Source: an optimization exercise on an open RTL-to-GDS flow (aim: small area, a short achievable clock period and few clock cycles). Production flows keep margins and buffers that such runs may drop. Where RTL was checked, it was by simulation tests only, not by an equivalence proof against the original.

## MTX_MUL
module MTX_MUL( MP, ready, m1, m2, load, clk );
	input[7:0] m1, m2;
	input load, clk;
	output[17:0] MP;
	output ready;
	reg [4:0] cnt;
	reg pl, run, rdyn;
	wire [4:0] idx = ( load & ~pl ) ? 5'd0 : cnt;
	always @( posedge clk ) begin
		pl  <= load;
		cnt <= idx + 5'd1;
		run <= load | ( run & ( idx != 5'd31 ) );
		rdyn <= ~( run & ( idx >= 5'd15 ) & ( idx != 5'd31 ) );
	end
	reg [7:0] a [0:11];
	integer k;
	always @( posedge clk ) begin
		a[0] <= m1;
		for( k = 1; k < 12; k = k + 1 ) a[k] <= a[k-1];
	end
	reg [7:0] ar0, ar1, ar2, ar3;
	always @( posedge clk ) begin
		if( idx[1:0] == 2'b00 ) begin
			ar0 <= a[11];
			ar1 <= a[10];
		end
		if( idx[1:0] == 2'b01 ) begin
			ar2 <= a[10];
			ar3 <= a[9];
		end
	end
	reg [7:0] b0 [0:3];
	reg [7:0] b1 [0:3];
	reg [7:0] b2 [0:3];
	reg [7:0] b3 [0:3];
	always @( posedge clk ) begin
		b0[0] <= ( load && idx[3:2] == 2'd0 ) ? m2 : b0[3];
		b1[0] <= ( load && idx[3:2] == 2'd1 ) ? m2 : b1[3];
		b2[0] <= ( load && idx[3:2] == 2'd2 ) ? m2 : b2[3];
		b3[0] <= ( load && idx[3:2] == 2'd3 ) ? m2 : b3[3];
		for( k = 1; k < 4; k = k + 1 ) begin
			b0[k] <= b0[k-1];
			b1[k] <= b1[k-1];
			b2[k] <= b2[k-1];
			b3[k] <= b3[k-1];
		end
	end
	wire [7:0] b0t = b0[0];
	wire [7:0] b1t = b1[0];
	wire [7:0] b2t = b2[1];
  ...
Settings: LEC_CHECK=0, ABC_CLOCK_PERIOD_IN_PS=4000, CAP_MARGIN=20, CORE_MARGIN=2, CORE_UTILIZATION=75, CTS_BUF_LIST=sky130_fd_sc_hd__clkbuf_8, CTS_CLUSTER_DIAMETER=50, CTS_CLUSTER_SIZE=20, SETUP_SLACK_MARGIN=5.0, SLEW_MARGIN=20, SYNTH_HIERARCHICAL=1, SYNTH_MINIMUM_KEEP_SIZE=0; clock period 9.0 ns.
run.sh (not shown) runs the stock make flow with config.mk's settings and CLKGATE_MAP_FILE= SYNTH_SCRIPT=/design/flow/synth_recipe.tcl, a recipe that flattens the netlist after the stock synthesis.
Edit:
--- a/flow/design.v
+++ b/flow/design.v
@@ -1,25 +1,25 @@
 `timescale 1ns / 1ps
 module MTX_MUL( MP, ready, m1, m2, load, clk );
 	input[7:0] m1, m2;
 	input load, clk;
 	output[17:0] MP;
 	output ready;
 	reg [4:0] cnt;
-	reg pl, run, rdyn;
+	reg pl, run, rdy;
 	wire [4:0] idx = ( load & ~pl ) ? 5'd0 : cnt;
 	always @( posedge clk ) begin
 		pl  <= load;
 		cnt <= idx + 5'd1;
 		run <= load | ( run & ( idx != 5'd31 ) );
-		rdyn <= ~( run & ( idx >= 5'd15 ) & ( idx != 5'd31 ) );
+		rdy <= run & ( idx >= 5'd15 ) & ( idx != 5'd31 );
 	end
 	reg [7:0] a [0:11];
 	integer k;
 	always @( posedge clk ) begin
 		a[0] <= m1;
 		for( k = 1; k < 12; k = k + 1 ) a[k] <= a[k-1];
 	end
 	reg [7:0] ar0, ar1, ar2, ar3;
 	always @( posedge clk ) begin
 		if( idx[1:0] == 2'b00 ) begin
 			ar0 <= a[11];
@@ -300,23 +300,23 @@
 	MTX_FA u_s2_271 ( .a( s2_208 ), .b( s2_239 ), .c( s2_238 ), .s( s2_271 ), .co( s2_272 ) );
 	MTX_FA u_s2_273 ( .a( cs1a[16] ), .b( cs1b[16] ), .c( s2_240 ), .s( s2_273 ), .co( s2_274 ) );
 	wire [17:0] s2a = { s2_274, s2_273, s2_271, s2_269, s2_267, s2_265, s2_263, s2_261, s2_259, s2_257, s2_255, s2_253, s2_251, s2_249, s2_247, s2_245, s2_243, s2_209 };
 	wire [17:0] s2b = { 1'b1, s2_272, s2_270, s2_268, s2_266, s2_264, s2_262, s2_260, s2_258, s2_256, s2_254, s2_252, s2_250, s2_248, s2_246, s2_244, s2_242, s2_241 };
 	always @( posedge clk ) begin
 		cs1a <= s1a;
 		cs1b <= s1b;
 		cs2a <= s2a;
 		cs2b <= s2b;
 		mp <= ~( cs2a + cs2b + 18'd1 );
 	end
-	assign ready = ~( rdyn | load );
+	assign ready = rdy & ~load;
 	assign MP = mp;
 endmodule
 module MTX_FA( a, b, c, s, co );
 	input a, b, c;
 	output s, co;
 	assign s = a ^ b ^ c;
 	assign co = ( a & b ) | ( a & c ) | ( b & c );
 endmodule
 module MTX_HAN( a, b, s, co );
 	input a, b;
 	output s, co;
Effect: The changed run went through all stages and came out clean; count of clock-buffer cells in the layout stays the same; non-clock buffer count is unchanged; global-route usage rises by 1.1 points; design area stays flat; synthesized area barely changes; synthesized cell count stays the same; core utilization goes down by 0.12 points.
Testbench counts after the change, summed over its fixed seeds: cycles 6,144.
No functional check of the RTL was part of the first run of this note.

[afterwards: timing with drivers on the ports]
The flow's constraints put no driver on any port. The routed layouts listed below were extracted and timed again, unchanged, in two steps. Step 1, drivers: a clkbuf_16 drives clk and a buf_2 each remaining input, both assumed. Step 2 moves the port delays by t, midway between the first and last clock arrival at a register: inputs arrive t later, outputs are due t later. That takes back most of the time a late clock gives input paths. Three values: ideal, step 1, step 2; two values: the first two.
run | t (ns) | setup slack, ns | clock arrival spread, ns | cell pins on the clock port's net
the first run | 0.617 | 5.046 / 5.025 / 5.025 | 0.030 / 0.030 | 1
the second run | 0.633 | 5.030 / 5.009 / 5.009 | 0.051 / 0.050 | 1
After both steps every run listed still meets setup and hold.
